Source: an optimization exercise on an open RTL-to-GDS flow (aim: small area, a short achievable clock period and few clock cycles). Production flows keep margins and buffers that such runs may drop.
Where RTL was checked, it was by simulation tests only, not by an equivalence proof against the original.
No functional check of the RTL was part of runs 5 and 6.
Power and IR drop assume default switching activity.

<file path="flow/design.v">
module cache(
    clk,
    proc_reset,
    proc_read,
    proc_write,
    proc_addr,
    proc_rdata,
    proc_wdata,
    proc_stall,
    mem_read,
    mem_write,
    mem_addr,
    mem_rdata,
    mem_wdata,
    mem_ready
);
    input          clk;
    input          proc_reset;
    input          proc_read, proc_write;
    input   [29:0] proc_addr;   
    input   [31:0] proc_wdata;
    output         proc_stall;
    output  [31:0] proc_rdata;
    input  [127:0] mem_rdata;
    input          mem_ready;
    output         mem_read, mem_write;
    output  [27:0] mem_addr;
    output [127:0] mem_wdata;
    reg [127:0] block0 [0:3];
    reg [127:0] block1 [0:3];
    reg [25:0]  tag0 [0:3];
    reg [25:0]  tag1 [0:3];
    reg [3:0]   valid0, valid1;
    reg [3:0]   dirty0, dirty1;
    reg [3:0]   mru;                
    reg s_wb, s_rd, s_done;
    reg hit_r, way_r;               
    reg [31:0]  rdata_r;
    reg [27:0]  maddr_r;
    reg [127:0] mwdata_r;
    wire s_idle = ~(s_wb | s_rd | s_done);
    wire [25:0] tag_t  = proc_addr[29:4];
    wire [1:0]  index  = proc_addr[3:2];
    wire [1:0]  offset = proc_addr[1:0];
    wire        req    = proc_read | proc_write;
    wire [3:0] eq0, eq1;
    genvar s;
    generate
        for (s = 0; s < 4; s = s + 1) begin : g_cmp
            assign eq0[s] = valid0[s] && (tag0[s] == tag_t);
            assign eq1[s] = valid1[s] && (tag1[s] == tag_t);
        end
    endgenerate
    wire hit0 = eq0[index];
    wire hit1 = eq1[index];
    wire hit  = hit0 | hit1;
    wire [127:0] blk0_i = block0[index];
    wire [127:0] blk1_i = block1[index];
    wire [3:0]  vdirty_s;
    wire [25:0] vtag_s [0:3];
    generate
        for (s = 0; s < 4; s = s + 1) begin : g_vic
            assign vdirty_s[s] = mru[s] ? (valid0[s] & dirty0[s]) : (valid1[s] & dirty1[s]);
            assign vtag_s[s]   = mru[s] ? tag0[s] : tag1[s];
        end
    endgenerate
    wire        victim    = ~mru[index];           
    wire        vic_dirty = vdirty_s[index];
    wire [25:0] vtag_i    = vtag_s[index];
    wire fill = s_rd & mem_ready;
    assign proc_stall = ~s_done;
    assign proc_rdata = rdata_r;
    assign mem_write  = s_wb;
    assign mem_read   = s_rd;
    assign mem_addr   = maddr_r;
    assign mem_wdata  = mwdata_r;
    wire look = s_idle & req;
    always @(posedge clk) begin
        if (proc_reset) begin
            s_wb   <= 1'b0;
            s_rd   <= 1'b0;
            s_done <= 1'b0;
        end else begin
            s_wb   <= s_wb ? ~mem_ready : (look & ~hit & vic_dirty);
            s_rd   <= s_rd ? ~mem_ready : ((look & ~hit & ~vic_dirty) | (s_wb & mem_ready));
            s_done <= (look & hit) | fill;
        end
    end
    always @(posedge clk) begin
        hit_r <= s_idle & hit;
        way_r <= hit1;
    end
    wire [31:0] rd0 = blk0_i[offset*32 +: 32];
    wire [31:0] rd1 = blk1_i[offset*32 +: 32];
    wire [31:0] rdm = mem_rdata[offset*32 +: 32];
    wire [31:0] cand0 = s_rd ? rdm : rd0;
    wire [31:0] cand1 = s_rd ? rdm : rd1;
    always @(posedge clk) begin
        rdata_r  <= hit0 ? cand0 : cand1;
        maddr_r  <= ((s_idle & vic_dirty) | (s_wb & ~mem_ready))
                    ? {vtag_i, index} : proc_addr[29:2];
        mwdata_r <= victim ? blk1_i : blk0_i;
    end
    wire wr_hit = s_done & hit_r & proc_write;
    integer i;
    always @(posedge clk) begin
        if (proc_reset) begin
            valid0 <= 4'd0;
            valid1 <= 4'd0;
            dirty0 <= 4'd0;
            dirty1 <= 4'd0;
            mru    <= 4'd0;
        end else begin
            for (i = 0; i < 4; i = i + 1) begin
                if (index == i) begin
                    if (s_done & hit_r) mru[i] <= way_r;
                    else if (fill) mru[i] <= ~mru[i];
                    if (fill) begin
                        if (~mru[i]) begin
                            valid1[i] <= 1'b1;
                            dirty1[i] <= proc_write;
                        end else begin
                            valid0[i] <= 1'b1;
                            dirty0[i] <= proc_write;
                        end
                    end else if (wr_hit) begin
                        if (~way_r) dirty0[i] <= 1'b1;
                        if ( way_r) dirty1[i] <= 1'b1;
                    end
                end
            end
        end
    end
    wire [127:0] wdata;
    genvar k;
    generate
        for (k = 0; k < 4; k = k + 1) begin : g_wd
            assign wdata[k*32 +: 32] = (s_rd && !(proc_write && offset == k))
                                       ? mem_rdata[k*32 +: 32] : proc_wdata;
        end
    endgenerate
    integer j, w;
    always @(posedge clk) begin
        for (j = 0; j < 4; j = j + 1) begin
            if (index == j) begin
                if (fill &  mru[j]) tag0[j] <= tag_t;
                if (fill & ~mru[j]) tag1[j] <= tag_t;
                for (w = 0; w < 4; w = w + 1) begin
                    if ((fill &  mru[j]) | (wr_hit & ~way_r & (offset == w)))
                        block0[j][w*32 +: 32] <= wdata[w*32 +: 32];
                    if ((fill & ~mru[j]) | (wr_hit &  way_r & (offset == w)))
                        block1[j][w*32 +: 32] <= wdata[w*32 +: 32];
                end
            end
        end
    end
endmodule
</file>
<file path="flow/run.sh">
#!/bin/bash
# synth_recipe.tcl (not shown) runs the flow's synth.tcl, then flattens the netlist and writes it again
# the make line also repeats each setting of config.mk as NAME=value (left out here)
make -C /OpenROAD-flow-scripts/flow DESIGN_CONFIG=/design/flow/config.mk WORK_HOME=/design/flow/orfs CLKGATE_MAP_FILE= SYNTH_SCRIPT=/design/flow/synth_recipe.tcl finish
</file>
<file path="flow/config.mk">
export PLATFORM = sky130hd
export DESIGN_NAME = cache
export DESIGN_NICKNAME = cache
export VERILOG_FILES = /design/flow/design.v
export SDC_FILE = /design/flow/constraint.sdc
export NUM_CORES = 4
export LEC_CHECK = 0
export CAP_MARGIN = 20
export CORE_MARGIN = 2
export CORE_UTILIZATION = 50
export CTS_CLUSTER_DIAMETER = 80
export CTS_CLUSTER_SIZE = 20
export SETUP_SLACK_MARGIN = 3.5
export SLEW_MARGIN = 20
</file>
<file path="flow/constraint.sdc">
create_clock -name core_clock -period 6.0 [get_ports {clk}]
set_input_delay 1.2000 -clock core_clock [delete_from_list [all_inputs] [get_ports {clk}]]
set_output_delay 1.2000 -clock core_clock [all_outputs]
set_load 0.01 [all_outputs]
</file>
==> summary.txt, run 1 <==
----------------------------------------------------
[Clock tree]
  TritonCTS clock tree ... built
  Master cell of the clock root buffer ... sky130_fd_sc_hd__clkbuf_16
  Num CTS Buffers ... slightly above 80
  H-Tree Level Count ... 3
  Worst-Skew Late Latency ... about 0.70 ns
  Clock Sink Count ... between 1000 and 1500
  Clock Pin Slew Worst Setup and Hold Paths ... 0.09 ns
  Clock buffer depth ... 3
  Cts-stage hold buffer count ... 0

[STA]
  Transition at the pin with the smallest max-transition slack ... a little over 1 ns
  Relative slew slack ... 0.317
  Summed negative setup slack over all endpoints ... 0 ns
  Worst clock skew on the final layout ... around 0.029 ns
  Fraction of the cycle the final worst path needs ... 0.442
  Fmax achieved ... ~380 MHz
  Min Clock Period, post-route ... ~2.7 ns
  Final max-slew violation count ... 0
  Number of failing hold endpoints at the final stage ... 0
  Final setup violating endpoints ... 0
  Setup repair after global routing missed its margin ... yes

[Placed design]
  Cell Area, Placed ... 0.0659 sq mm
  Count of input and output buffers ... 385
  Weighted congestion at the end of routability-driven global placement ... between 0.9 and 1
  Detailed Place HPWL ... roughly 130000 um

[Route]
  Vias per inst ... roughly 6.5
  DRT iter0 DRCs ... 4677
  Number of detailed-routing iterations run before antenna repair ... 6
  Average routed wire per standard cell ... approximately 40 um
  Antenna viol nets, final ... 0
  Drc violations ... 0
  Total detailed-routing wirelength ... between 200000 and 250000 um
  Via count ... roughly 35000

[Power and ir drop]
  Static Leak ... around 24 nW
  Power per unit of standard cell area ... approximately 270 mW/mm^2
  Overall power after layout ... 20.1 mW
  Peak supply drop ... 0.211 mV

[Die]
  Placeable core region ... between 0.1 and 0.15 sq mm
  Number of ports placed on the die boundary ... roughly 390
  Number of placement rows ... ~130
  Overall die width ... between 300 and 400 um
  Starting density of the core ... 0.503
  Chip height ... around 350 um
  Die footprint ... 0.121 sq mm

[Yosys]
  Unique cell type count in the Yosys netlist ... 50
  Async set-or-reset flop fraction in the synthesized netlist ... 0
  Combined area of all synthesized cells ... between 0.05 and 0.06 sq mm
  Warnings, synthesis ... 5
  Nets in the synthesized netlist ... between 3000 and 4000
  Flip-flop and latch count after synthesis ... ~1400
  Sequential element share of the synthesized area ... 0.695
  Syn Inst Count ... around 3200
  Mean area per synthesized cell ... 18.3 sq um
  Number of enable-type register cells in the synthesized netlist ... 1232
  Leading register cell type out of synthesis ... sky130_fd_sc_hd__edfxtp_1

[Final layout]
  Ratio of cells with drive above 1 in the final layout ... 0.358
  Layout fillers ... around 8400
  Synth-to-layout area growth ... 23.1%
  Net count of the finished layout ... about 4000
  Final instance area ... 0.0731 sq mm

[Setup path]
  Endpoint type of the worst setup path ... primary output
  Setup CP Type ... reg2out
  Data required time at the worst endpoint ... approximately 4.8 ns
  Critical path arrival ... 1.45 ns
  Max Fanout on Critical Path ... 2
  Kind of start point of the critical path ... register

[Global route]
  First-pass GRT wire length ... around 290000 um
  Overflow left after global routing ... 0
  Via count of the first global-routing pass ... ~35000
  Overall track demand over capacity in global routing ... 0.344
  Largest net degree at the start of global routing ... 61
  Initial antenna violation count ... 16

[Run]
  Max-capacitance violation count ... 0

[Status]
  Result of the run ... finished clean

[Worst hold path]
  Hold crit path type ... reg2reg

----------------------------------------------------
[cell type report]
| cell class | instances | area [sq um] | area share |
|---|---|---|---|
| Antenna cell | 10 | 25.0 | 0.000342 |
| Clock buffer | 144 | 2340 | 0.0320 |
| Clock inverter | 7 | 90.1 | 0.00123 |
| Inverter | 45 | 203 | 0.00277 |
| Multi-Input combinational cell | 1549 | 18900 | 0.259 |
| Sequential cell | 1445 | 41300 | 0.566 |
| Tap cell | 1536 | 1920 | 0.0263 |
| Timing Repair Buffer | 684 | 8170 | 0.112 |
| Timing Repair inverter | 8 | 60.1 | 0.000822 |
[cell usage after synthesis (2+ instances only)]
library cell / instances / share of area
sky130_fd_sc_hd__a21boi_1: 3 / 0.00038
sky130_fd_sc_hd__or3_1: 3 / 0.00032
sky130_fd_sc_hd__nand3_1: 20 / 0.0017
sky130_fd_sc_hd__clkbuf_1: 79 / 0.0050
sky130_fd_sc_hd__nor3_1: 44 / 0.0037
sky130_fd_sc_hd__a21oi_1: 49 / 0.0041
sky130_fd_sc_hd__buf_2: 85 / 0.0072
sky130_fd_sc_hd__o21ai_0: 49 / 0.0041
sky130_fd_sc_hd__xnor2_1: 23 / 0.0034
sky130_fd_sc_hd__o22ai_1: 53 / 0.0056
sky130_fd_sc_hd__mux2_2: 258 / 0.049
sky130_fd_sc_hd__mux4_2: 321 / 0.12
sky130_fd_sc_hd__a22o_1: 32 / 0.0047
sky130_fd_sc_hd__nand2_1: 104 / 0.0066
sky130_fd_sc_hd__nand4_1: 11 / 0.0012
sky130_fd_sc_hd__nand2b_1: 37 / 0.0039
sky130_fd_sc_hd__buf_6: 11 / 0.0021
sky130_fd_sc_hd__inv_1: 16 / 0.0010
sky130_fd_sc_hd__nand4b_1: 2 / 0.00030
sky130_fd_sc_hd__clkinv_1: 29 / 0.0018
sky130_fd_sc_hd__and2_1: 3 / 0.00032
sky130_fd_sc_hd__a22oi_1: 4 / 0.00051
sky130_fd_sc_hd__nor2_1: 80 / 0.0051
sky130_fd_sc_hd__buf_4: 14 / 0.0018
sky130_fd_sc_hd__xor2_1: 185 / 0.027
sky130_fd_sc_hd__nand3b_1: 2 / 0.00025
sky130_fd_sc_hd__nor2b_1: 7 / 0.00074
sky130_fd_sc_hd__o221ai_1: 31 / 0.0046
sky130_fd_sc_hd__and3_1: 2 / 0.00021
sky130_fd_sc_hd__dfxtp_1: 213 / 0.072
sky130_fd_sc_hd__a221oi_2: 31 / 0.0078
sky130_fd_sc_hd__o32ai_1: 2 / 0.00030
sky130_fd_sc_hd__a211oi_1: 5 / 0.00063
sky130_fd_sc_hd__o22ai_2: 2 / 0.00042
sky130_fd_sc_hd__mux2i_1: 106 / 0.018
sky130_fd_sc_hd__or4_1: 2 / 0.00025
sky130_fd_sc_hd__nor4_1: 62 / 0.0065
sky130_fd_sc_hd__buf_1: 14 / 0.00089
sky130_fd_sc_hd__edfxtp_1: 1232 / 0.62
[registers in the layout, indices dropped and copies added (netlist names)]
| name | flops |
|---|---|
| dirty1 | 4 |
| maddr_r | 28 |
| valid1 | 4 |
| rdata_r | 32 |
| s_done | 1 |
| tag0 | 104 |
| mru | 4 |
| tag1 | 104 |
| hit_r | 1 |
| block1 | 512 |
| s_wb | 1 |
| block0 | 512 |
| dirty0 | 4 |
| valid0 | 4 |
| mwdata_r | 128 |
| way_r | 1 |
| s_rd | 1 |
[what timing repair did]
item | 4_1_cts | 5_1_grt
buffers inserted | 139 | 41
gates resized for setup | 958 | 117
cloned | 45 | 6
setup endpoints to repair | 2658 | 639
pin swaps | 76 | 38
[critical path, cell delays in order, from the launching register on]
cell and delay [ns]:
sky130_fd_sc_hd__dfxtp_4 0.36, sky130_fd_sc_hd__buf_12 0.13, sky130_fd_sc_hd__buf_12 0.14, sky130_fd_sc_hd__buf_6 0.12
[layout by cell type (no fill, tap or decap), drive strengths merged, types with 32 or more instances in the layout]
cell type	count
edfxtp	1232
buf	340
mux4	322
mux2	258
dfxtp	213
xor2	185
clkdlybuf4s50	162
clkbuf	157
clkdlybuf4s15	146
mux2i	106
nand2	105
nor2	80
nor4	62
o22ai	55
o21ai	51
a21oi	50
nor3	44
nand2b	38
a22o	32
[metal layers]
metal | wire [um] | track usage
met5 | 86 | 0
met4 | 7450 | 0.114
met3 | 20500 | 0.0739
met2 | 100000 | 0.547
met1 | 83500 | 0.474
[where the power goes]
group          total [mW]  leakage (nW)  internal, mW  switching [mW]
Clock                6.00          1.16          2.72            3.28
Sequential           11.3          12.9          11.3          0.0958
Combinational        2.72          9.89          1.15            1.56
Total                20.1          23.9          15.1            4.94
[metrics by stage]
step           std cells   util  hold slack [ns]  setup slack (ns)
3_5_place_dp        5036  0.559            0.465              1.11
4_1_cts             5371  0.610            0.490              3.32
3_3_place_gp        5035  0.558            0.463              1.14
5_1_grt             5424  0.620            0.511              3.32
2_1_floorplan       3237      -            0.439              2.92
6_report            5428  0.620            0.489              3.35
[logic make-up (layout without fill, tap and decap cells)]
group | after synthesis | after routing | share of synthesized area
AO/OA/AOI/OAI | 266 | 268 | 0.0339
AND/OR/NAND/NOR | 385 | 387 | 0.0319
multiplexers | 685 | 686 | 0.189
buffers and inverters | 248 | 888 | 0.0198
flip-flops | 1445 | 1445 | 0.695
other | 0 | 10 | 0
XOR/XNOR | 208 | 208 | 0.0307
[final timing paths]
kind / cells past startpoint / end / startpoint / slack (ns)
max: 3 / mem_read / s_rd / 3.35
min: 2 / valid0[3] / valid0[3] / 0.49
max reg2reg: 7 / block1[3][7] / s_rd / 3.52
min reg2reg: 2 / valid0[3] / valid0[3] / 0.49
Testbench counts, summed over its fixed seeds: cycles 145,525.
==> inputs of run 2 (changes only) <==
==> flow/flow/run.sh (new file) <==
#!/bin/bash
# The standard layout, with plain buf_2 cells as the port buffers instead of
# the delay cells buffer_ports picks by default.
set -euo pipefail
export BUFFER_PORTS_ARGS="-buffer_cell sky130_fd_sc_hd__buf_2"
bash standard.sh finish > orfs_make.log 2>&1
==> flow/standard.sh (new file) <==
#!/bin/bash
# synth_recipe.tcl (not shown) runs the flow's synth.tcl, then flattens the netlist and writes it again
# the make line also repeats each setting of config.mk as NAME=value (left out here)
make -C /OpenROAD-flow-scripts/flow DESIGN_CONFIG=/design/flow/config.mk WORK_HOME=/design/flow/orfs CLKGATE_MAP_FILE= SYNTH_SCRIPT=/design/flow/synth_recipe.tcl "${@:-finish}"
--- a/flow/config.mk
+++ b/flow/config.mk
@@ -7,8 +7,8 @@
 export LEC_CHECK = 0
 export CAP_MARGIN = 20
 export CORE_MARGIN = 2
-export CORE_UTILIZATION = 50
-export CTS_CLUSTER_DIAMETER = 80
-export CTS_CLUSTER_SIZE = 20
-export SETUP_SLACK_MARGIN = 3.5
+export CORE_UTILIZATION = 40
+export CTS_CLUSTER_DIAMETER = 100
+export CTS_CLUSTER_SIZE = 25
+export SETUP_SLACK_MARGIN = 3.4
 export SLEW_MARGIN = 20
removed: flow/run.sh
==> summary.txt, run 2 <==
----------------------------------------------------
[Status]
  Result of the run ... finished clean (unchanged)

[Final layout]
  Net count of the finished layout ... 3868 (was 4011)
  Ratio of cells with drive above 1 in the final layout ... 0.377 (was 0.358)
  Most frequent standard cell in the layout excluding fill and tap cells ... sky130_fd_sc_hd__edfxtp_1 (unchanged)
  Synth-to-layout area growth ... 15.7% (was 23.1%)
  Final instance area ... 0.0687 sq mm (was 0.0731 sq mm)
  Most frequent cells in the layout ... sky130_fd_sc_hd__edfxtp_1, sky130_fd_sc_hd__buf_2, sky130_fd_sc_hd__mux4_2, sky130_fd_sc_hd__mux2_2, sky130_fd_sc_hd__dfxtp_1 (was sky130_fd_sc_hd__edfxtp_1, sky130_fd_sc_hd__mux4_2, sky130_fd_sc_hd__mux2_2, sky130_fd_sc_hd__dfxtp_1, sky130_fd_sc_hd__clkdlybuf4s50_1)
  Registers with the most flip-flops ... block0: 512 flops, block1: 512 flops, mwdata_r: 128 flops (unchanged)

[Die]
  Starting density of the core ... 0.402 (was 0.503)
  Placeable core region ... 0.147 sq mm (was 0.118 sq mm)
  Number of ports placed on the die boundary ... 386 (unchanged)
  Overall die width ... 389 um (was 349 um)
  Number of placement rows ... 141 (was 126)
  Die footprint ... 0.151 sq mm (was 0.121 sq mm)
  Chip height ... 389 um (was 349 um)

[Setup path]
  Critical path arrival ... 3.11 ns (was 1.45 ns)
  Endpoint type of the worst setup path ... register (was primary output)
  Setup CP Type ... in2reg (was reg2out)
  Max Fanout on Critical Path ... 18 (was 2)
  Number of cells traversed by the worst register-to-register path ... 7 (unchanged)
  Kind of start point of the critical path ... primary input (was register)
  Data required time at the worst endpoint ... 6.43 ns (was 4.80 ns)

[STA]
  Setup repair after global routing missed its margin ... yes (unchanged)
  Summed negative setup slack over all endpoints ... 0 ns (unchanged)
  Worst clock skew on the final layout ... 0.0407 ns (was 0.0293 ns)
  Fmax achieved ... 373 MHz (was 377 MHz)
  Transition at the pin with the smallest max-transition slack ... 0.877 ns (was 1.02 ns)
  Fraction of the cycle the final worst path needs ... 0.446 (was 0.442)
  Min Clock Period, post-route ... 2.68 ns (was 2.65 ns)
  Number of failing hold endpoints at the final stage ... 0 (unchanged)
  Final max-slew violation count ... 0 (unchanged)
  Final setup violating endpoints ... 0 (unchanged)
  Relative slew slack ... 0.415 (was 0.317)

[Route]
  Number of detailed-routing iterations run before antenna repair ... 5 (was 6)
  DRT iter0 DRCs ... 4609 (was 4677)
  Average routed wire per standard cell ... 36.1 um (was 39.0 um)
  Drc violations ... 0 (unchanged)
  Antenna viol nets, final ... 0 (unchanged)
  Via count ... 34400 (was 35500)
  Total detailed-routing wirelength ... 204000 um (was 212000 um)
  Vias per inst ... 6.08 (was 6.54)

[Clock tree]
  Clock buffer depth ... 3 (unchanged)
  Num CTS Buffers ... 70 (was 83)
  Worst-Skew Late Latency ... 0.73 ns (was 0.70 ns)
  TritonCTS clock tree ... built (unchanged)
  Master cell of the clock root buffer ... sky130_fd_sc_hd__clkbuf_16 (unchanged)
  H-Tree Level Count ... 3 (unchanged)
  Clock Sink Count ... 1445 (unchanged)
  Clock Pin Slew Worst Setup and Hold Paths ... 0.10 ns (was 0.09 ns)

[Yosys]
  Async set-or-reset flop fraction in the synthesized netlist ... 0 (unchanged)
  Syn Inst Count ... 3237 (unchanged)
  Number of enable-type register cells in the synthesized netlist ... 1232 (unchanged)
  Mean area per synthesized cell ... 18.3 sq um (unchanged)
  Top cell types by occurrence after synthesis ... sky130_fd_sc_hd__edfxtp_1, sky130_fd_sc_hd__mux4_2, sky130_fd_sc_hd__mux2_2 (unchanged)
  Unique cell type count in the Yosys netlist ... 50 (unchanged)
  Combined area of all synthesized cells ... 0.0594 sq mm (unchanged)
  Share of the synthesized area in the top cell type ... 0.623 (unchanged)
  Most numerous cell in the Yosys netlist ... sky130_fd_sc_hd__edfxtp_1 (unchanged)
  Flip-flop and latch count after synthesis ... 1445 (unchanged)
  Leading area contributor after synthesis ... sky130_fd_sc_hd__edfxtp_1 (unchanged)
  Warnings, synthesis ... 5 (unchanged)
  Sequential element share of the synthesized area ... 0.695 (unchanged)
  Largest cells by area after synthesis ... sky130_fd_sc_hd__edfxtp_1, sky130_fd_sc_hd__mux4_2, sky130_fd_sc_hd__dfxtp_1, sky130_fd_sc_hd__mux2_2, sky130_fd_sc_hd__xor2_1 (unchanged)
  Nets in the synthesized netlist ... 3432 (unchanged)
  Leading register cell type out of synthesis ... sky130_fd_sc_hd__edfxtp_1 (unchanged)

[Power and ir drop]
  Switching part of the total power ... 0.250 (was 0.246)
  Seq pwr share ... 0.590 (was 0.566)
  Share of power burned in the clock network ... 0.293 (was 0.299)
  Static Leak ... 22.3 nW (was 23.9 nW)
  Sw power ... 4.82 mW (was 4.94 mW)
  Combinational power share ... 0.117 (was 0.135)
  Power per unit of standard cell area ... 281 mW/mm^2 (was 274 mW/mm^2)
  Internal power summed over all cells ... 14.5 mW (was 15.1 mW)
  Peak supply drop ... 0.178 mV (was 0.211 mV)

[Global route]
  Largest net degree at the start of global routing ... 67 (was 61)
  First-pass GRT wire length ... 274000 um (was 285000 um)
  Overflow left after global routing ... 0 (unchanged)
  Overall track demand over capacity in global routing ... 0.263 (was 0.344)
  Initial antenna violation count ... 15 (was 16)
  Via count of the first global-routing pass ... 33100 (was 34600)

[Placed design]
  Count of input and output buffers ... 385 (unchanged)
  Cell Area, Placed ... 0.0641 sq mm (was 0.0659 sq mm)
  Weighted congestion at the end of routability-driven global placement ... 0.899 (was 0.925)
  Detailed Place HPWL ... 117000 um (was 126000 um)

[Worst hold path]
  Hold crit path type ... reg2reg (unchanged)
  Hold depth ... 2 (unchanged)

[Run]
  Max-capacitance violation count ... 0 (unchanged)

----------------------------------------------------
[run 2: cell count changes in the layout (fill, tap and decap cells not counted), sizes merged, moves of 3 or more]
cell and delta:
bufbuf -4, clkbuf -30, buf +199, dlygate4sd2 -12, clkdlybuf4s15 -146, clkinv +4
diode -4, clkdlybuf4s50 -162, inv +3
[run 2: layout make-up]
| type | instances | area [sq um] |
|---|---|---|
| fillers | 12500 | 78800 |
| flip-flops and latches | 1445 | 41300 |
| multi-input cells | 1547 | 18000 |
| repair buffers | 558 | 4530 |
| well taps | 1930 | 2410 |
| clock buffers | 115 | 1980 |
| inverters | 45 | 199 |
| clock inverters | 14 | 181 |
| repair inverters | 6 | 45.0 |
| diodes | 6 | 15.0 |
[run 2: power groups by stage]
stage | Combinational (mW) | Clock, mW | Sequential [mW]
after floorplan | 1.19 | 0 | 11.6
after global placement | 2.04 | 0 | 11.6
after detailed placement | 2.06 | 0 | 11.6
after CTS | 2.21 | 5.74 | 11.4
after global routing | 2.36 | 6.05 | 11.4
final | 2.26 | 5.65 | 11.4
[run 2: worst max-delay path, stage by stage]
cell and delay (ns):
sky130_fd_sc_hd__buf_4 0.30, sky130_fd_sc_hd__nor2b_4 0.29, sky130_fd_sc_hd__buf_6 0.39, sky130_fd_sc_hd__a21boi_4 0.17, sky130_fd_sc_hd__buf_4 0.25, sky130_fd_sc_hd__mux2_2 0.43
[run 2: through the flow]
stage	std cells	utilization	hold slack [ns]	power, mW	setup WS [ns]
4_1_cts	5639	0.462	0.476	19.3	3.16
6_report	5666	0.465	0.475	19.3	3.32
3_3_place_gp	5426	0.435	0.456	13.7	1.61
2_1_floorplan	3237	-	0.439	12.8	2.92
5_1_grt	5661	0.465	0.509	19.8	3.35
3_5_place_dp	5427	0.435	0.462	13.7	1.58
[run 2: per-layer routing]
| metal | track usage | share of wire | vias to the layer above |
|---|---|---|---|
| met3 | 0.0485 | 0.096 | 290 |
| met2 | 0.411 | 0.46 | 1970 |
| met1 | 0.377 | 0.41 | 18400 |
| li1 | - | - | 13800 |
| met4 | 0.0749 | 0.035 | 10 |
| met5 | 0 | 0.00030 | - |
[run 2: kinds of logic (layout without fill, tap and decap cells)]
family,Yosys count,after routing,share of synthesized area
and+or+nand+nor,385,385,0.0319
muxes,685,687,0.189
DFF,1445,1445,0.695
other,0,6,0
buffers and inverters,248,738,0.0198
xor gates and xnor gates,208,208,0.0307
AOI/OAI and AO/OA,266,267,0.0339
[run 2: path summary, 6_finish.rpt]
check                                     end    startpoint  slack, ns
worst max-delay path            block0[0][67]  proc_addr[1]       3.32
worst min-delay path                valid0[3]     valid0[3]       0.48
worst max register to register     maddr_r[5]        mru[0]       3.39
worst min register to register      valid0[3]     valid0[3]       0.48
[run 2: what timing repair did]
action | CTS | global route
hold buffers | 0 | 0
resized for setup | 169 | 49
pin swaps | 31 | 12
setup buffers | 63 | 14
gates cloned | 20 | 7
setup endpoints to repair | 2465 | 581
hold endpoints to repair | 0 | 0
==> inputs of run 3 (changes only) <==
--- a/flow/config.mk
+++ b/flow/config.mk
@@ -8,7 +8,7 @@
 export CAP_MARGIN = 20
 export CORE_MARGIN = 2
 export CORE_UTILIZATION = 40
-export CTS_CLUSTER_DIAMETER = 100
-export CTS_CLUSTER_SIZE = 25
+export CTS_CLUSTER_DIAMETER = 80
+export CTS_CLUSTER_SIZE = 20
 export SETUP_SLACK_MARGIN = 3.4
 export SLEW_MARGIN = 20
==> summary.txt, run 3 <==
----------------------------------------------------
[Status]
  Result of the run ... finished clean (unchanged)

[Final layout]
  Synth-to-layout area growth ... 16.8% (was 15.7%)
  Post-layout utilization of the core ... 0.470 (was 0.465)
  Registers with the most flip-flops ... block0: 512 flops, block1: 512 flops, mwdata_r: 128 flops (unchanged)
  Most frequent standard cell in the layout excluding fill and tap cells ... sky130_fd_sc_hd__edfxtp_1 (unchanged)
  Layout fillers ... 12500 (about the same)
  Ratio of cells with drive above 1 in the final layout ... 0.381 (was 0.377)
  Net count of the finished layout ... 3879 (was 3868)
  Sequential cell area ... 0.0413 sq mm (about the same)
  Multi-input logic area ... 0.0179 sq mm (was 0.0180 sq mm)
  Most frequent cells in the layout ... sky130_fd_sc_hd__edfxtp_1, sky130_fd_sc_hd__buf_2, sky130_fd_sc_hd__mux4_2, sky130_fd_sc_hd__mux2_2, sky130_fd_sc_hd__dfxtp_1 (unchanged)

[Global route]
  Largest net degree at the start of global routing ... 67 (unchanged)
  First-pass GRT wire length ... 274000 um (about the same)
  Via count of the first global-routing pass ... 33400 (was 33100)
  Overall track demand over capacity in global routing ... 0.262 (was 0.263)
  Overflow left after global routing ... 0 (unchanged)
  Initial antenna violation count ... 15 (unchanged)

[STA]
  Min Clock Period, post-route ... 2.67 ns (was 2.68 ns)
  Setup repair after global routing missed its margin ... yes (unchanged)
  Final setup violating endpoints ... 0 (unchanged)
  Worst clock skew on the final layout ... 0.0473 ns (was 0.0407 ns)
  Relative slew slack ... 0.416 (was 0.415)
  Fmax achieved ... 374 MHz (was 373 MHz)
  Fraction of the cycle the final worst path needs ... 0.445 (was 0.446)
  Summed negative setup slack over all endpoints ... 0 ns (unchanged)
  Transition at the pin with the smallest max-transition slack ... 0.876 ns (was 0.877 ns)
  WHS ... 0.471 ns (was 0.475 ns)
  Number of failing hold endpoints at the final stage ... 0 (unchanged)
  Final max-slew violation count ... 0 (unchanged)

[Yosys]
  Syn Inst Count ... 3237 (unchanged)
  Async set-or-reset flop fraction in the synthesized netlist ... 0 (unchanged)
  Sequential element share of the synthesized area ... 0.695 (unchanged)
  Share of the synthesized area in the top cell type ... 0.623 (unchanged)
  Leading register cell type out of synthesis ... sky130_fd_sc_hd__edfxtp_1 (unchanged)
  Top cell types by occurrence after synthesis ... sky130_fd_sc_hd__edfxtp_1, sky130_fd_sc_hd__mux4_2, sky130_fd_sc_hd__mux2_2 (unchanged)
  Number of enable-type register cells in the synthesized netlist ... 1232 (unchanged)
  Most numerous cell in the Yosys netlist ... sky130_fd_sc_hd__edfxtp_1 (unchanged)
  Largest cells by area after synthesis ... sky130_fd_sc_hd__edfxtp_1, sky130_fd_sc_hd__mux4_2, sky130_fd_sc_hd__dfxtp_1, sky130_fd_sc_hd__mux2_2, sky130_fd_sc_hd__xor2_1 (unchanged)
  Combined area of all synthesized cells ... 0.0594 sq mm (unchanged)
  Flip-flop and latch count after synthesis ... 1445 (unchanged)
  Leading area contributor after synthesis ... sky130_fd_sc_hd__edfxtp_1 (unchanged)
  Nets in the synthesized netlist ... 3432 (unchanged)
  Warnings, synthesis ... 5 (unchanged)
  Mean area per synthesized cell ... 18.3 sq um (unchanged)
  Unique cell type count in the Yosys netlist ... 50 (unchanged)

[Run]
  Max-capacitance violation count ... 0 (unchanged)

[Placed design]
  Weighted congestion at the end of routability-driven global placement ... 0.899 (unchanged)
  Detailed Place HPWL ... 117000 um (unchanged)
  Count of input and output buffers ... 385 (unchanged)

[Setup path]
  Critical path arrival ... 3.12 ns (was 3.11 ns)
  Number of cells traversed by the worst register-to-register path ... 5 (was 7)
  Kind of start point of the critical path ... primary input (unchanged)
  Reg2reg start ... s_rd (was mru[0])
  Max Fanout on Critical Path ... 18 (unchanged)
  Data required time at the worst endpoint ... 6.45 ns (was 6.43 ns)
  Endpoint type of the worst setup path ... register (unchanged)
  Setup slack, reg-to-reg ... 3.42 ns (was 3.39 ns)
  Setup CP Type ... in2reg (unchanged)
  Worst R2R End ... block0[1][75] (was maddr_r[5])

[Worst hold path]
  Hold depth ... 2 (unchanged)
  Beginning of the worst hold path ... valid0[3] (unchanged)
  Worst hold endpoint ... valid0[3] (unchanged)
  Hold crit path type ... reg2reg (unchanged)

[Power and ir drop]
  Power per unit of standard cell area ... 294 mW/mm^2 (was 281 mW/mm^2)
  Sw power ... 5.08 mW (was 4.82 mW)
  Peak supply drop ... 0.261 mV (was 0.178 mV)
  Internal power summed over all cells ... 15.3 mW (was 14.5 mW)
  Static Leak ... 22.6 nW (was 22.3 nW)
  Seq pwr share ... 0.559 (was 0.590)
  Share of power burned in the clock network ... 0.330 (was 0.293)
  Combinational power share ... 0.110 (was 0.117)
  Switching part of the total power ... 0.250 (about the same)

[Clock tree]
  Clock buffer depth ... 3 (unchanged)
  Clock Sink Count ... 1445 (unchanged)
  H-Tree Level Count ... 3 (unchanged)
  Master cell of the clock root buffer ... sky130_fd_sc_hd__clkbuf_16 (unchanged)
  Clock Pin Slew Worst Setup and Hold Paths ... 0.08 ns (was 0.10 ns)
  Num CTS Buffers ... 91 (was 70)
  Cts-stage hold buffer count ... 0 (unchanged)
  TritonCTS clock tree ... built (unchanged)
  Worst-Skew Late Latency ... 0.75 ns (was 0.73 ns)

[Route]
  Number of detailed-routing iterations run before antenna repair ... 5 (unchanged)
  Top metal layer carrying routed signals ... met5 (unchanged)
  Via count ... 34600 (was 34400)
  Antenna viol nets, final ... 0 (unchanged)
  Routed length on met2 ... 94200 um (was 93600 um)
  Vias per inst ... 6.07 (was 6.08)
  DRT iter0 DRCs ... 4782 (was 4609)
  Total length of routed met3 wires ... 18500 um (was 19700 um)
  Drc violations ... 0 (unchanged)
  Met1 WL ... 84400 um (was 83800 um)
  Average routed wire per standard cell ... 35.8 um (was 36.1 um)
  Total detailed-routing wirelength ... 204000 um (about the same)

[Die]
  Die footprint ... 0.151 sq mm (unchanged)
  Placeable core region ... 0.147 sq mm (unchanged)
  Starting density of the core ... 0.402 (unchanged)
  Chip height ... 389 um (unchanged)
  Number of ports placed on the die boundary ... 386 (unchanged)
  Number of placement rows ... 141 (unchanged)
  Overall die width ... 389 um (unchanged)

----------------------------------------------------
## run 3: final cells by class
type | instances | share of cell area
antenna | 6 | 0.000217
clock buffer | 135 | 0.0372
clock inverter | 34 | 0.00560
inverter | 45 | 0.00287
multi-input combinational | 1547 | 0.259
sequential | 1445 | 0.596
tap | 1930 | 0.0348
timing repair buffer | 550 | 0.0642
timing repair inverter | 4 | 0.000433
## run 3: logic make-up (layout without fill, tap and decap cells)
group,Yosys count,in the layout,synth area share
flip-flops,1445,1445,0.695
AO/OA/AOI/OAI,266,267,0.0339
other,0,6,0
buffers and inverters,248,768,0.0198
multiplexers,685,687,0.189
XOR/XNOR,208,208,0.0307
AND/OR/NAND/NOR,385,385,0.0319
## run 3: metrics by stage
stage | cell area (sq um) | setup slack (ns) | cells | power [mW]
after global placement | 64100 | 1.61 | 5426 | 13.7
after floorplan | 60400 | 2.92 | 3237 | 12.8
after CTS | 68900 | 3.35 | 5678 | 20.4
after detailed placement | 64100 | 1.58 | 5427 | 13.7
final | 69300 | 3.33 | 5696 | 20.3
after global routing | 69300 | 3.38 | 5692 | 20.9
## run 3: repair_timing
| item | CTS | global route |
|---|---|---|
| pin swaps | 27 | 13 |
| setup endpoints to repair | 2466 | 206 |
| endpoints found under the hold margin | 0 | 0 |
| gates cloned | 18 | 7 |
| setup buffers | 64 | 5 |
| gates resized for setup | 157 | 47 |
## run 3: worst max-delay path by stage
stage,from,endpoint,cells past startpoint
floorplan,proc_addr[2],block0[0][0],7
global placement,proc_addr[2],block1[3][39],5
detailed placement,proc_addr[2],block1[3][39],5
CTS,mem_ready,tag1[2][10],5
global route,proc_addr[0],block1[2][89],6
finish,proc_addr[1],block0[0][67],6
## run 3: power by group through the flow
| stage | clock network [mW] | logic [mW] | registers [mW] |
|---|---|---|---|
| 3_3_place_gp | 0 | 2.04 | 11.6 |
| 6_report | 6.72 | 2.25 | 11.4 |
| 3_5_place_dp | 0 | 2.06 | 11.6 |
| 5_1_grt | 7.14 | 2.34 | 11.4 |
| 2_1_floorplan | 0 | 1.19 | 11.6 |
| 4_1_cts | 6.80 | 2.20 | 11.4 |
## run 3: worst max-delay path, stage by stage
cell	delay, ns
sky130_fd_sc_hd__buf_4	0.31
sky130_fd_sc_hd__nor2b_4	0.29
sky130_fd_sc_hd__buf_6	0.39
sky130_fd_sc_hd__a21boi_4	0.17
sky130_fd_sc_hd__buf_4	0.26
sky130_fd_sc_hd__mux2_2	0.43
## run 3: metal layers
layer  track usage  vias to the layer above
li1              -                    13900
met1         0.376                    18500
met2         0.411                     1915
met3        0.0466                      284
met4        0.0765                        6
met5             0                        -
==> inputs of run 4 (changes only) <==
==> flow/flow/run.sh (replaced) <==
#!/bin/bash
# The standard layout, with plain buf_2 cells as the port buffers instead of
# the delay cells buffer_ports picks by default, and with timing repair free
# to resize a cell to any drive strength (not only to the same footprint).
set -euo pipefail
export BUFFER_PORTS_ARGS="-buffer_cell sky130_fd_sc_hd__buf_2"
bash standard.sh MATCH_CELL_FOOTPRINT=0 finish > orfs_make.log 2>&1
==> summary.txt, run 4 <==
----------------------------------------------------
[Status]
  Result of the run ... finished clean (unchanged)

[Global route]
  Overall track demand over capacity in global routing ... 0.257 (was 0.262)
  Met3 Track Usage GR ... 0.0529 (was 0.0466)
  Largest net degree at the start of global routing ... 123 (was 67)
  Global-route track usage on met1 ... 0.375 (was 0.376)
  Global-route track usage on met2 ... 0.392 (was 0.411)
  Via count of the first global-routing pass ... 33400 (about the same)
  Overflow left after global routing ... 0 (unchanged)
  First-pass GRT wire length ... 271000 um (was 274000 um)
  Grt peak-use layer ... met2 (unchanged)
  Initial antenna violation count ... 12 (was 15)

[Yosys]
  Flip-flop and latch count after synthesis ... 1445 (unchanged)
  Number of enable-type register cells in the synthesized netlist ... 1232 (unchanged)
  Syn Inst Count ... 3237 (unchanged)
  Largest cells by area after synthesis ... sky130_fd_sc_hd__edfxtp_1, sky130_fd_sc_hd__mux4_2, sky130_fd_sc_hd__dfxtp_1, sky130_fd_sc_hd__mux2_2, sky130_fd_sc_hd__xor2_1 (unchanged)
  Sequential element share of the synthesized area ... 0.695 (unchanged)
  Warnings, synthesis ... 5 (unchanged)
  Async set-or-reset flop fraction in the synthesized netlist ... 0 (unchanged)
  Mean area per synthesized cell ... 18.3 sq um (unchanged)
  Most numerous cell in the Yosys netlist ... sky130_fd_sc_hd__edfxtp_1 (unchanged)
  Leading area contributor after synthesis ... sky130_fd_sc_hd__edfxtp_1 (unchanged)
  Unique cell type count in the Yosys netlist ... 50 (unchanged)
  Nets in the synthesized netlist ... 3432 (unchanged)
  Share of the synthesized area in the top cell type ... 0.623 (unchanged)
  Combined area of all synthesized cells ... 0.0594 sq mm (unchanged)
  Top cell types by occurrence after synthesis ... sky130_fd_sc_hd__edfxtp_1, sky130_fd_sc_hd__mux4_2, sky130_fd_sc_hd__mux2_2 (unchanged)
  Leading register cell type out of synthesis ... sky130_fd_sc_hd__edfxtp_1 (unchanged)

[Setup path]
  Worst R2R End ... rdata_r[20] (was block0[1][75])
  Reg2reg start ... tag0[0][18] (was s_rd)
  Data required time at the worst endpoint ... 6.60 ns (was 6.45 ns)
  Number of cells traversed by the worst register-to-register path ... 11 (was 5)
  Worst setup path startpoint ... proc_addr[22] (was proc_addr[1])
  Setup slack, reg-to-reg ... 3.29 ns (was 3.42 ns)
  Critical path arrival ... 3.40 ns (was 3.12 ns)
  Setup CP Type ... in2reg (unchanged)
  Max Fanout on Critical Path ... 8 (was 18)
  Kind of start point of the critical path ... primary input (unchanged)
  Capture point of the critical path ... rdata_r[20] (was block0[0][67])
  Endpoint type of the worst setup path ... register (unchanged)

[Clock tree]
  TritonCTS clock tree ... built (unchanged)
  Clock Sink Count ... 1445 (unchanged)
  Clock buffer depth ... 3 (unchanged)
  Num CTS Buffers ... 90 (was 91)
  Worst-Skew Late Latency ... 0.73 ns (was 0.75 ns)
  Master cell of the clock root buffer ... sky130_fd_sc_hd__clkbuf_16 (unchanged)
  Clock Pin Slew Worst Setup and Hold Paths ... 0.09 ns (was 0.08 ns)
  H-Tree Level Count ... 3 (unchanged)

[Route]
  Vias per inst ... 6.08 (was 6.07)
  Drc violations ... 0 (unchanged)
  Number of detailed-routing iterations run before antenna repair ... 7 (was 5)
  Antenna viol nets, final ... 0 (unchanged)
  Via count ... 34700 (was 34600)
  Total detailed-routing wirelength ... 200000 um (was 204000 um)
  DRT iter0 DRCs ... 4437 (was 4782)
  Average routed wire per standard cell ... 35.0 um (was 35.8 um)

[Final layout]
  Layout fillers ... 12400 (was 12500)
  Most frequent standard cell in the layout excluding fill and tap cells ... sky130_fd_sc_hd__edfxtp_1 (unchanged)
  Final instance area ... 0.0697 sq mm (was 0.0693 sq mm)
  Most frequent cells in the layout ... sky130_fd_sc_hd__edfxtp_1, sky130_fd_sc_hd__buf_2, sky130_fd_sc_hd__mux4_2, sky130_fd_sc_hd__dfxtp_1, sky130_fd_sc_hd__mux2_2 (was sky130_fd_sc_hd__edfxtp_1, sky130_fd_sc_hd__buf_2, sky130_fd_sc_hd__mux4_2, sky130_fd_sc_hd__mux2_2, sky130_fd_sc_hd__dfxtp_1)
  Non-filler instance count after layout ... 5702 (was 5696)
  Registers with the most flip-flops ... block0: 512 flops, block1: 512 flops, mwdata_r: 128 flops (unchanged)
  Post-layout utilization of the core ... 0.473 (was 0.470)
  Synth-to-layout area growth ... 17.4% (was 16.8%)
  Ratio of cells with drive above 1 in the final layout ... 0.391 (was 0.381)
  Net count of the finished layout ... 3889 (was 3879)

[STA]
  Relative slew slack ... 0.448 (was 0.416)
  Setup repair after global routing missed its margin ... yes (unchanged)
  Transition at the pin with the smallest max-transition slack ... 0.826 ns (was 0.876 ns)
  Fraction of the cycle the final worst path needs ... 0.466 (was 0.445)
  Final max-slew violation count ... 0 (unchanged)
  Summed negative setup slack over all endpoints ... 0 ns (unchanged)
  Fmax achieved ... 358 MHz (was 374 MHz)
  Final setup violating endpoints ... 0 (unchanged)
  Number of failing hold endpoints at the final stage ... 0 (unchanged)
  Worst clock skew on the final layout ... 0.0570 ns (was 0.0473 ns)
  Min Clock Period, post-route ... 2.80 ns (was 2.67 ns)

[Worst hold path]
  Hold crit path type ... reg2reg (unchanged)
  Beginning of the worst hold path ... valid0[2] (was valid0[3])

[Die]
  Number of placement rows ... 141 (unchanged)
  Starting density of the core ... 0.402 (unchanged)
  Number of ports placed on the die boundary ... 386 (unchanged)
  Placeable core region ... 0.147 sq mm (unchanged)
  Overall die width ... 389 um (unchanged)
  Die footprint ... 0.151 sq mm (unchanged)
  Chip height ... 389 um (unchanged)

[Power and ir drop]
  Overall power after layout ... 20.2 mW (was 20.3 mW)
  Power per unit of standard cell area ... 289 mW/mm^2 (was 294 mW/mm^2)
  Peak supply drop ... 0.222 mV (was 0.261 mV)
  Static Leak ... 22.8 nW (was 22.6 nW)

[Placed design]
  Cell Area, Placed ... 0.0644 sq mm (was 0.0641 sq mm)
  Count of input and output buffers ... 385 (unchanged)
  Weighted congestion at the end of routability-driven global placement ... 0.904 (was 0.899)
  Number of cells after detailed placement ... 5427 (unchanged)
  Detailed Place HPWL ... 119000 um (was 117000 um)

[Run]
  Max-capacitance violation count ... 0 (unchanged)

----------------------------------------------------
-- run 4: cell counts after synthesis --
No cell type changed its count.
-- run 4: routing by layer --
layer,share of wire,vias to the layer above
li1,-,13900
met1,0.41,18500
met2,0.45,2082
met3,0.10,234
met4,0.026,10
met5,0.00034,-
-- run 4: worst min-delay path by stage --
stage	depth (start not counted)	slack, ns	end
global route	2	0.51	valid0[2]
floorplan	2	0.44	valid0[2]
global placement	2	0.49	valid0[2]
CTS	2	0.50	valid0[2]
detailed placement	2	0.49	valid0[2]
finish	2	0.51	valid0[2]
-- run 4: where the power goes --
group          switching, mW  internal [mW]
Combinational           1.42          0.876
Clock                   3.55           2.98
Sequential             0.120           11.2
-- run 4: worst max-delay path, cell delays in order --
cell,delay (ns)
sky130_fd_sc_hd__buf_16,0.11
sky130_fd_sc_hd__xor2_4,0.18
sky130_fd_sc_hd__nor4_4,0.36
sky130_fd_sc_hd__nand4_1,0.28
sky130_fd_sc_hd__o22ai_4,0.28
sky130_fd_sc_hd__buf_6,0.12
sky130_fd_sc_hd__buf_6,0.08
sky130_fd_sc_hd__buf_6,0.08
sky130_fd_sc_hd__buf_6,0.08
sky130_fd_sc_hd__a22o_4,0.26
sky130_fd_sc_hd__clkbuf_16,0.27
sky130_fd_sc_hd__a21oi_2,0.07
-- run 4: kinds of logic after synthesis --
family,synth area share
mux,0.189
simple gates,0.0319
compound gates,0.0339
xor+xnor,0.0307
flops,0.695
buf+inv,0.0198
-- run 4: metrics by stage --
step / setup WS [ns] / hold slack [ns]
after floorplan: 2.95 / 0.439
after global placement: 1.42 / 0.486
after detailed placement: 1.52 / 0.486
after CTS: 3.23 / 0.499
after global routing: 3.20 / 0.514
final: 3.20 / 0.508
-- run 4: final cells by class --
class                           count  area, sq um  share of cell area
Antenna cell                        2         5.00           0.0000718
Clock buffer                      144         2510              0.0360
Clock inverter                     24          319             0.00458
Inverter                           45          199             0.00285
Multi-Input combinational cell   1545        18400               0.264
Sequential cell                  1445        41300               0.592
Tap cell                         1930         2410              0.0346
Timing Repair Buffer              561         4540              0.0652
Timing Repair inverter              6         45.0            0.000646
-- run 4: timing repair --
action | in CTS | in global routing
endpoints found under the setup margin | 2464 | 365
gates cloned | 22 | 5
gates resized for setup | 233 | 71
hold buffers | 0 | 0
setup buffers | 69 | 9
pin swaps | 45 | 21
==> inputs of run 5 (changes only) <==
--- a/flow/design.v
+++ b/flow/design.v
@@ -67,7 +67,7 @@
     wire        victim    = ~mru[index];           
     wire        vic_dirty = vdirty_s[index];
     wire [25:0] vtag_i    = vtag_s[index];
-    wire fill = s_rd & mem_ready;
+    wire fill = s_done & ~hit_r;
     assign proc_stall = ~s_done;
     assign proc_rdata = rdata_r;
     assign mem_write  = s_wb;
@@ -83,7 +83,7 @@
         end else begin
             s_wb   <= s_wb ? ~mem_ready : (look & ~hit & vic_dirty);
             s_rd   <= s_rd ? ~mem_ready : ((look & ~hit & ~vic_dirty) | (s_wb & mem_ready));
-            s_done <= (look & hit) | fill;
+            s_done <= (look & hit) | (s_rd & mem_ready);
         end
     end
     always @(posedge clk) begin
@@ -99,7 +99,7 @@
         rdata_r  <= hit0 ? cand0 : cand1;
         maddr_r  <= ((s_idle & vic_dirty) | (s_wb & ~mem_ready))
                     ? {vtag_i, index} : proc_addr[29:2];
-        mwdata_r <= victim ? blk1_i : blk0_i;
+        mwdata_r <= s_rd ? mem_rdata : (victim ? blk1_i : blk0_i);
     end
     wire wr_hit = s_done & hit_r & proc_write;
     integer i;
@@ -135,8 +135,8 @@
     genvar k;
     generate
         for (k = 0; k < 4; k = k + 1) begin : g_wd
-            assign wdata[k*32 +: 32] = (s_rd && !(proc_write && offset == k))
-                                       ? mem_rdata[k*32 +: 32] : proc_wdata;
+            assign wdata[k*32 +: 32] = (!hit_r && !(proc_write && offset == k))
+                                       ? mwdata_r[k*32 +: 32] : proc_wdata;
         end
     endgenerate
     integer j, w;
==> flow/run.sh (new file) <==
#!/bin/bash
# synth_recipe.tcl (not shown) runs the flow's synth.tcl, then flattens the netlist and writes it again
# the make line also repeats each setting of config.mk as NAME=value (left out here)
make -C /OpenROAD-flow-scripts/flow DESIGN_CONFIG=/design/flow/config.mk WORK_HOME=/design/flow/orfs CLKGATE_MAP_FILE= SYNTH_SCRIPT=/design/flow/synth_recipe.tcl finish
removed: flow/flow/run.sh
removed: flow/standard.sh
==> summary.txt, run 5 <==
----------------------------------------------------
[Clock tree]
  Clock buffer depth ... 3 (unchanged)
  Clock Sink Count ... 1445 (unchanged)
  Clock Pin Slew Worst Setup and Hold Paths ... 0.09 ns (about the same)
  H-Tree Level Count ... 3 (unchanged)
  Cts-stage hold buffer count ... 0 (unchanged)
  TritonCTS clock tree ... built (unchanged)
  Master cell of the clock root buffer ... sky130_fd_sc_hd__clkbuf_16 (unchanged)
  Num CTS Buffers ... 89 (was 90)
  Worst-Skew Late Latency ... 0.76 ns (was 0.73 ns)

[Yosys]
  Syn Inst Count ... 3469 (was 3237)
  Combined area of all synthesized cells ... 0.0602 sq mm (was 0.0594 sq mm)
  Flip-flop and latch count after synthesis ... 1445 (unchanged)
  Async set-or-reset flop fraction in the synthesized netlist ... 0 (unchanged)
  Warnings, synthesis ... 5 (unchanged)
  Most numerous cell in the Yosys netlist ... sky130_fd_sc_hd__edfxtp_1 (unchanged)
  Largest cells by area after synthesis ... sky130_fd_sc_hd__edfxtp_1, sky130_fd_sc_hd__mux4_2, sky130_fd_sc_hd__dfxtp_1, sky130_fd_sc_hd__mux2i_1, sky130_fd_sc_hd__mux2_2 (was sky130_fd_sc_hd__edfxtp_1, sky130_fd_sc_hd__mux4_2, sky130_fd_sc_hd__dfxtp_1, sky130_fd_sc_hd__mux2_2, sky130_fd_sc_hd__xor2_1)
  Top cell types by occurrence after synthesis ... sky130_fd_sc_hd__edfxtp_1, sky130_fd_sc_hd__mux4_2, sky130_fd_sc_hd__mux2i_1 (was sky130_fd_sc_hd__edfxtp_1, sky130_fd_sc_hd__mux4_2, sky130_fd_sc_hd__mux2_2)
  Mean area per synthesized cell ... 17.3 sq um (was 18.3 sq um)
  Unique cell type count in the Yosys netlist ... 54 (was 50)
  Leading area contributor after synthesis ... sky130_fd_sc_hd__edfxtp_1 (unchanged)
  Nets in the synthesized netlist ... 3664 (was 3432)
  Sequential element share of the synthesized area ... 0.686 (was 0.695)
  Number of enable-type register cells in the synthesized netlist ... 1232 (unchanged)
  Leading register cell type out of synthesis ... sky130_fd_sc_hd__edfxtp_1 (unchanged)
  Share of the synthesized area in the top cell type ... 0.615 (was 0.623)

[STA]
  Summed negative setup slack over all endpoints ... 0 ns (unchanged)
  Number of failing hold endpoints at the final stage ... 0 (unchanged)
  Worst clock skew on the final layout ... 0.0610 ns (was 0.0570 ns)
  Relative slew slack ... 0.319 (was 0.448)
  WHS ... 0.489 ns (was 0.508 ns)
  Transition at the pin with the smallest max-transition slack ... 1.02 ns (was 0.826 ns)
  Fmax achieved ... 365 MHz (was 358 MHz)
  Final max-slew violation count ... 0 (unchanged)
  Fraction of the cycle the final worst path needs ... 0.456 (was 0.466)
  Final setup violating endpoints ... 0 (unchanged)
  Setup repair after global routing missed its margin ... yes (unchanged)
  Min Clock Period, post-route ... 2.74 ns (was 2.80 ns)

[Worst hold path]
  Worst hold endpoint ... valid0[2] (unchanged)
  Hold crit path type ... reg2reg (unchanged)
  Hold depth ... 2 (unchanged)
  Beginning of the worst hold path ... valid0[2] (unchanged)

[Die]
  Die footprint ... 0.154 sq mm (was 0.151 sq mm)
  Chip height ... 392 um (was 389 um)
  Starting density of the core ... 0.402 (about the same)
  Placeable core region ... 0.150 sq mm (was 0.147 sq mm)
  Overall die width ... 392 um (was 389 um)
  Number of ports placed on the die boundary ... 386 (unchanged)
  Number of placement rows ... 142 (was 141)

[Route]
  Via count ... 36500 (was 34700)
  DRT iter0 DRCs ... 4668 (was 4437)
  Vias per inst ... 6.05 (was 6.08)
  Number of detailed-routing iterations run before antenna repair ... 5 (was 7)
  Total detailed-routing wirelength ... 217000 um (was 200000 um)
  Antenna viol nets, final ... 0 (unchanged)
  Drc violations ... 0 (unchanged)
  Average routed wire per standard cell ... 35.9 um (was 35.0 um)

[Final layout]
  Net count of the finished layout ... 4148 (was 3889)
  Most frequent cells in the layout ... sky130_fd_sc_hd__edfxtp_1, sky130_fd_sc_hd__mux4_2, sky130_fd_sc_hd__mux2i_1, sky130_fd_sc_hd__clkdlybuf4s50_1, sky130_fd_sc_hd__nand2_1 (was sky130_fd_sc_hd__edfxtp_1, sky130_fd_sc_hd__buf_2, sky130_fd_sc_hd__mux4_2, sky130_fd_sc_hd__dfxtp_1, sky130_fd_sc_hd__mux2_2)
  Registers with the most flip-flops ... block0: 512 flops, block1: 512 flops, mwdata_r: 128 flops (unchanged)
  Most frequent standard cell in the layout excluding fill and tap cells ... sky130_fd_sc_hd__edfxtp_1 (unchanged)
  Ratio of cells with drive above 1 in the final layout ... 0.312 (was 0.391)
  Synth-to-layout area growth ... 21.7% (was 17.4%)

[Global route]
  Overall track demand over capacity in global routing ... 0.277 (was 0.257)
  Initial antenna violation count ... 17 (was 12)
  Overflow left after global routing ... 0 (unchanged)
  First-pass GRT wire length ... 292000 um (was 271000 um)
  Largest net degree at the start of global routing ... 175 (was 123)
  Via count of the first global-routing pass ... 35300 (was 33400)

[Setup path]
  Endpoint type of the worst setup path ... register (unchanged)
  Setup slack, reg-to-reg ... 3.46 ns (was 3.29 ns)
  Worst R2R End ... rdata_r[5] (was rdata_r[20])
  Reg2reg start ... tag0[2][15] (was tag0[0][18])
  Max Fanout on Critical Path ... 5 (was 8)
  Kind of start point of the critical path ... primary input (unchanged)
  Setup CP Type ... in2reg (unchanged)
  Number of cells traversed by the worst register-to-register path ... 8 (was 11)
  Data required time at the worst endpoint ... 6.59 ns (was 6.60 ns)
  Critical path arrival ... 3.33 ns (was 3.40 ns)

[Power and ir drop]
  Power per unit of standard cell area ... 281 mW/mm^2 (was 289 mW/mm^2)
  Static Leak ... 23.4 nW (was 22.8 nW)
  Peak supply drop ... 0.222 mV (about the same)

[Placed design]
  Weighted congestion at the end of routability-driven global placement ... 0.972 (was 0.904)
  Count of input and output buffers ... 385 (unchanged)
  Detailed Place HPWL ... 139000 um (was 119000 um)

[Status]
  Result of the run ... finished clean (unchanged)

[Run]
  Max-capacitance violation count ... 0 (unchanged)

----------------------------------------------------
==> run 5: cell count changes after synthesis, sizes merged, moves of 31 or more <==
cell | before | now
mux2 | 258 | 130
nor2b | 7 | 40
a22o | 32 | 65
o21ai | 49 | 171
mux4 | 321 | 290
a221oi | 31 | 93
nand4 | 11 | 49
xor2 | 185 | 97
nand2 | 104 | 168
o221ai | 31 | 0
a21oi | 50 | 18
mux2i | 106 | 234
xnor2 | 23 | 114
==> run 5: how the worst max path moves through the flow <==
stage,end,from,slack (ns)
5_1_grt,rdata_r[17],proc_addr[29],3.30
3_3_place_gp,rdata_r[22],proc_addr[21],1.42
3_5_place_dp,rdata_r[23],proc_addr[21],1.40
6_report,s_rd,proc_addr[7],3.26
2_1_floorplan,block0[0][100],proc_addr[2],2.93
4_1_cts,rdata_r[31],proc_addr[17],3.32
==> run 5: per-layer routing <==
| metal | vias to the layer above | GRT usage | part of all wire |
|---|---|---|---|
| met2 | 1967 | 0.433 | 0.47 |
| met3 | 281 | 0.0482 | 0.092 |
| met1 | 19400 | 0.393 | 0.41 |
| li1 | 14900 | - | - |
| met5 | - | 0 | 0.000046 |
| met4 | 2 | 0.0901 | 0.034 |
==> run 5: logic make-up (layout without fill, tap and decap cells) <==
logic type,after synthesis,after routing,share of synthesized area
xor gates and xnor gates,211,211,0.0307
muxes,654,655,0.172
other,0,4,0
buffers and inverters,244,793,0.0206
AOI/OAI and AO/OA,429,433,0.0515
DFF,1445,1445,0.686
and+or+nand+nor,486,488,0.0396
==> run 5: per-stage QoR <==
| stage | utilization | std cells | area, sq um | setup slack, ns | total power, mW |
|---|---|---|---|---|---|
| 2_1_floorplan | - | 3469 | 61700 | 2.93 | 12.9 |
| 3_3_place_gp | 0.449 | 5733 | 67200 | 1.42 | 14.1 |
| 3_5_place_dp | 0.450 | 5734 | 67200 | 1.40 | 14.1 |
| 4_1_cts | 0.486 | 6019 | 72700 | 3.32 | 20.6 |
| 5_1_grt | 0.490 | 6043 | 73200 | 3.30 | 21.1 |
| 6_report | 0.490 | 6045 | 73300 | 3.26 | 20.6 |
==> run 5: area by class of cell <==
| cell class | instances | area, sq um |
|---|---|---|
| multi-input cells | 1787 | 19700 |
| repair inverters | 7 | 52.6 |
| flip-flops and latches | 1445 | 41500 |
| clock buffers | 135 | 2430 |
| diodes | 4 | 10.0 |
| clock inverters | 28 | 379 |
| fillers | 12500 | 76300 |
| well taps | 2016 | 2520 |
| inverters | 14 | 85.1 |
| repair buffers | 609 | 6610 |
==> run 5: critical path, stage by stage <==
cell                        delay [ns]
sky130_fd_sc_hd__buf_2            0.13
sky130_fd_sc_hd__buf_12           0.15
sky130_fd_sc_hd__buf_4            0.15
sky130_fd_sc_hd__xor2_1           0.19
sky130_fd_sc_hd__nor4_1           0.69
sky130_fd_sc_hd__nand4bb_1        0.21
sky130_fd_sc_hd__o22ai_1          0.20
sky130_fd_sc_hd__a311o_1          0.29
sky130_fd_sc_hd__o32ai_1          0.12
==> run 5: repair_timing <==
action / 4_1_cts / 5_1_grt
resized for setup: 1011 / 52
pin swaps: 54 / 28
setup endpoints to repair: 2641 / 365
buffers inserted: 93 / 15
gates cloned: 29 / 7
==> run 5: where the power goes <==
part	internal (mW)	leakage [nW]	switching (mW)
sequential	11.3	12.9	0.213
combinational	1.01	9.12	1.48
clock	3.03	1.34	3.51
==> inputs of run 6 (changes only) <==
--- a/flow/design.v
+++ b/flow/design.v
@@ -67,7 +67,7 @@
     wire        victim    = ~mru[index];           
     wire        vic_dirty = vdirty_s[index];
     wire [25:0] vtag_i    = vtag_s[index];
-    wire fill = s_done & ~hit_r;
+    wire fill = s_rd & mem_ready;
     assign proc_stall = ~s_done;
     assign proc_rdata = rdata_r;
     assign mem_write  = s_wb;
@@ -83,12 +83,12 @@
         end else begin
             s_wb   <= s_wb ? ~mem_ready : (look & ~hit & vic_dirty);
             s_rd   <= s_rd ? ~mem_ready : ((look & ~hit & ~vic_dirty) | (s_wb & mem_ready));
-            s_done <= (look & hit) | (s_rd & mem_ready);
+            s_done <= (look & hit) | fill;
         end
     end
     always @(posedge clk) begin
         hit_r <= s_idle & hit;
-        way_r <= hit1;
+        way_r <= s_rd ? victim : hit1;
     end
     wire [31:0] rd0 = blk0_i[offset*32 +: 32];
     wire [31:0] rd1 = blk1_i[offset*32 +: 32];
@@ -99,9 +99,9 @@
         rdata_r  <= hit0 ? cand0 : cand1;
         maddr_r  <= ((s_idle & vic_dirty) | (s_wb & ~mem_ready))
                     ? {vtag_i, index} : proc_addr[29:2];
-        mwdata_r <= s_rd ? mem_rdata : (victim ? blk1_i : blk0_i);
+        mwdata_r <= victim ? blk1_i : blk0_i;
     end
-    wire wr_hit = s_done & hit_r & proc_write;
+    wire wr_done = s_done & proc_write;
     integer i;
     always @(posedge clk) begin
         if (proc_reset) begin
@@ -118,12 +118,12 @@
                     if (fill) begin
                         if (~mru[i]) begin
                             valid1[i] <= 1'b1;
-                            dirty1[i] <= proc_write;
+                            dirty1[i] <= 1'b0;
                         end else begin
                             valid0[i] <= 1'b1;
-                            dirty0[i] <= proc_write;
+                            dirty0[i] <= 1'b0;
                         end
-                    end else if (wr_hit) begin
+                    end else if (wr_done) begin
                         if (~way_r) dirty0[i] <= 1'b1;
                         if ( way_r) dirty1[i] <= 1'b1;
                     end
@@ -131,14 +131,7 @@
             end
         end
     end
-    wire [127:0] wdata;
-    genvar k;
-    generate
-        for (k = 0; k < 4; k = k + 1) begin : g_wd
-            assign wdata[k*32 +: 32] = (!hit_r && !(proc_write && offset == k))
-                                       ? mwdata_r[k*32 +: 32] : proc_wdata;
-        end
-    endgenerate
+    wire [127:0] wdata = s_rd ? mem_rdata : {4{proc_wdata}};
     integer j, w;
     always @(posedge clk) begin
         for (j = 0; j < 4; j = j + 1) begin
@@ -146,9 +139,9 @@
                 if (fill &  mru[j]) tag0[j] <= tag_t;
                 if (fill & ~mru[j]) tag1[j] <= tag_t;
                 for (w = 0; w < 4; w = w + 1) begin
-                    if ((fill &  mru[j]) | (wr_hit & ~way_r & (offset == w)))
+                    if ((fill &  mru[j]) | (wr_done & ~way_r & (offset == w)))
                         block0[j][w*32 +: 32] <= wdata[w*32 +: 32];
-                    if ((fill & ~mru[j]) | (wr_hit &  way_r & (offset == w)))
+                    if ((fill & ~mru[j]) | (wr_done &  way_r & (offset == w)))
                         block1[j][w*32 +: 32] <= wdata[w*32 +: 32];
                 end
             end
==> flow/flow/run.sh (new file) <==
#!/bin/bash
# The standard layout, with plain buf_2 cells as the port buffers instead of
# the delay cells buffer_ports picks by default.
set -euo pipefail
export BUFFER_PORTS_ARGS="-buffer_cell sky130_fd_sc_hd__buf_2"
bash standard.sh finish > orfs_make.log 2>&1
==> flow/standard.sh (new file) <==
#!/bin/bash
# synth_recipe.tcl (not shown) runs the flow's synth.tcl, then flattens the netlist and writes it again
# the make line also repeats each setting of config.mk as NAME=value (left out here)
make -C /OpenROAD-flow-scripts/flow DESIGN_CONFIG=/design/flow/config.mk WORK_HOME=/design/flow/orfs CLKGATE_MAP_FILE= SYNTH_SCRIPT=/design/flow/synth_recipe.tcl "${@:-finish}"
removed: flow/run.sh
==> summary.txt, run 6 <==
----------------------------------------------------
[Status]
  Result of the run ... finished clean (unchanged)

[Yosys]
  Number of enable-type register cells in the synthesized netlist ... 1232 (unchanged)
  Syn Inst Count ... 3445 (was 3469)

[Die]
  Overall die width ... 387 um (was 392 um)
  Starting density of the core ... 0.403 (was 0.402)

[Placed design]
  Detailed Place HPWL ... 122000 um (was 139000 um)
  Weighted congestion at the end of routability-driven global placement ... 1.01 (was 0.972)

[STA]
  Transition at the pin with the smallest max-transition slack ... 1.07 ns (was 1.02 ns)
  Final setup violating endpoints ... 0 (unchanged)
  Setup ws final ... 3.24 ns (was 3.26 ns)

[Route]
  Via count ... 35200 (was 36500)
  Routed length on met2 ... 93200 um (was 101000 um)

[Final layout]
  Synth-to-layout area growth ... 16.4% (was 21.7%)
  Most frequent standard cell in the layout excluding fill and tap cells ... sky130_fd_sc_hd__edfxtp_1 (unchanged)
  Post-layout utilization of the core ... 0.469 (was 0.490)

[Setup path]
  Endpoint type of the worst setup path ... register (unchanged)
  Kind of start point of the critical path ... primary input (unchanged)

[Global route]
  Via count of the first global-routing pass ... 33800 (was 35300)

[Power and ir drop]
  Switching part of the total power ... 0.259 (was 0.253)
  Power per unit of standard cell area ... 302 mW/mm^2 (was 281 mW/mm^2)

[Clock tree]
  Clock buffer depth ... 3 (unchanged)
  Clock Sink Count ... 1445 (unchanged)
  Clock Pin Slew Worst Setup and Hold Paths ... 0.09 ns (about the same)

----------------------------------------------------
## run 6: changes by cell type in the layout (fill, tap and decap cells not counted), moves of 59 or more
cell and change:
sky130_fd_sc_hd__nand2_1 +219, sky130_fd_sc_hd__mux2i_1 -128, sky130_fd_sc_hd__o21ai_0 -121, sky130_fd_sc_hd__dfxtp_1 +80
sky130_fd_sc_hd__buf_2 +297, sky130_fd_sc_hd__xor2_1 +102, sky130_fd_sc_hd__clkdlybuf4s50_1 -163, sky130_fd_sc_hd__clkdlybuf4s15_2 -59
## run 6: repair_timing
| action | in CTS | in global routing |
|---|---|---|
| setup buffers | 52 | 23 |
| resized for setup | 140 | 50 |
| cloned | 24 | 3 |
| endpoints found under the setup margin | 1665 | 169 |
| pin swaps | 30 | 15 |
## run 6: final timing paths
path / start / to / slack (ns) / cells after the start
min: dirty0[1] / dirty0[1] / 0.48 / 2
min reg2reg: dirty0[1] / dirty0[1] / 0.48 / 2
max reg2reg: tag0[1][14] / rdata_r[30] / 3.31 / 8
max: proc_addr[11] / rdata_r[23] / 3.24 / 8
## run 6: worst max-delay path, stage by stage
cell                       delay, ns
sky130_fd_sc_hd__buf_4          0.24
sky130_fd_sc_hd__xor2_1         0.19
sky130_fd_sc_hd__nor4_1         0.35
sky130_fd_sc_hd__nand3_1        0.22
sky130_fd_sc_hd__o32ai_4        0.46
sky130_fd_sc_hd__a22o_4         0.36
sky130_fd_sc_hd__buf_8          0.21
sky130_fd_sc_hd__a211oi_2       0.09
## run 6: layout make-up
cell class                      count  area (sq um)
Timing Repair Buffer              548          4170
Clock inverter                     23           300
Fill cell                       12400         77400
Multi-Input combinational cell   1779         17600
Timing Repair inverter              5          37.5
Clock buffer                      141          2470
Tap cell                         1917          2400
Sequential cell                  1445         41300
Antenna cell                        1          2.50
Inverter                           12          80.1
## run 6: cells by family after synthesis
group / share of synthesized area
and+or+nand+nor: 0.0533
AOI/OAI and AO/OA: 0.0425
DFF: 0.702
muxes: 0.154
xor gates and xnor gates: 0.0310
buffers and inverters: 0.0169
## run 6: routing by layer
metal	GRT usage	vias to the layer above
met2	0.411	2071
met1	0.344	18300
li1	-	14500
met3	0.0569	334
met5	0	-
met4	0.0871	10
## run 6: power groups by stage
stage / clock network [mW] / logic, mW / registers [mW]
floorplan: 0 / 1.33 / 11.9
global placement: 0 / 2.33 / 11.9
detailed placement: 0 / 2.37 / 11.9
CTS: 6.52 / 2.54 / 11.6
global route: 6.86 / 2.72 / 11.6
finish: 6.42 / 2.60 / 11.6
## run 6: through the flow
stage	hold WS (ns)	power (mW)
floorplan	0.439	13.2
global placement	0.461	14.2
detailed placement	0.469	14.2
CTS	0.481	20.7
global route	0.503	21.2
finish	0.485	20.6

-- port drivers added, routing unchanged --
Ports are ideal in the flow. The routed layouts listed here were re-timed in OpenROAD.
Step 1: set_driving_cell puts a clkbuf_16 on clk and a buf_2 on each other input, an assumption about the parent block.
Step 2 also shifts input and output timing later by t, the mid clock arrival at the registers, as if the neighbouring blocks saw the same clock.
Three values: ideal, step 1, step 2; two values: the first two.
run	t (ns)	setup slack, ns
run 1	0.770	3.349 / 3.161 / 2.391
run 2	0.791	3.322 / 3.233 / 2.442
run 3	0.806	3.327 / 3.211 / 2.405
run 4	0.780	3.205 / 2.971 / 2.190
run 5	0.806	3.263 / 3.122 / 2.316
run 6	0.808	3.243 / 3.163 / 2.355
After both steps setup and hold are still met in every run listed.
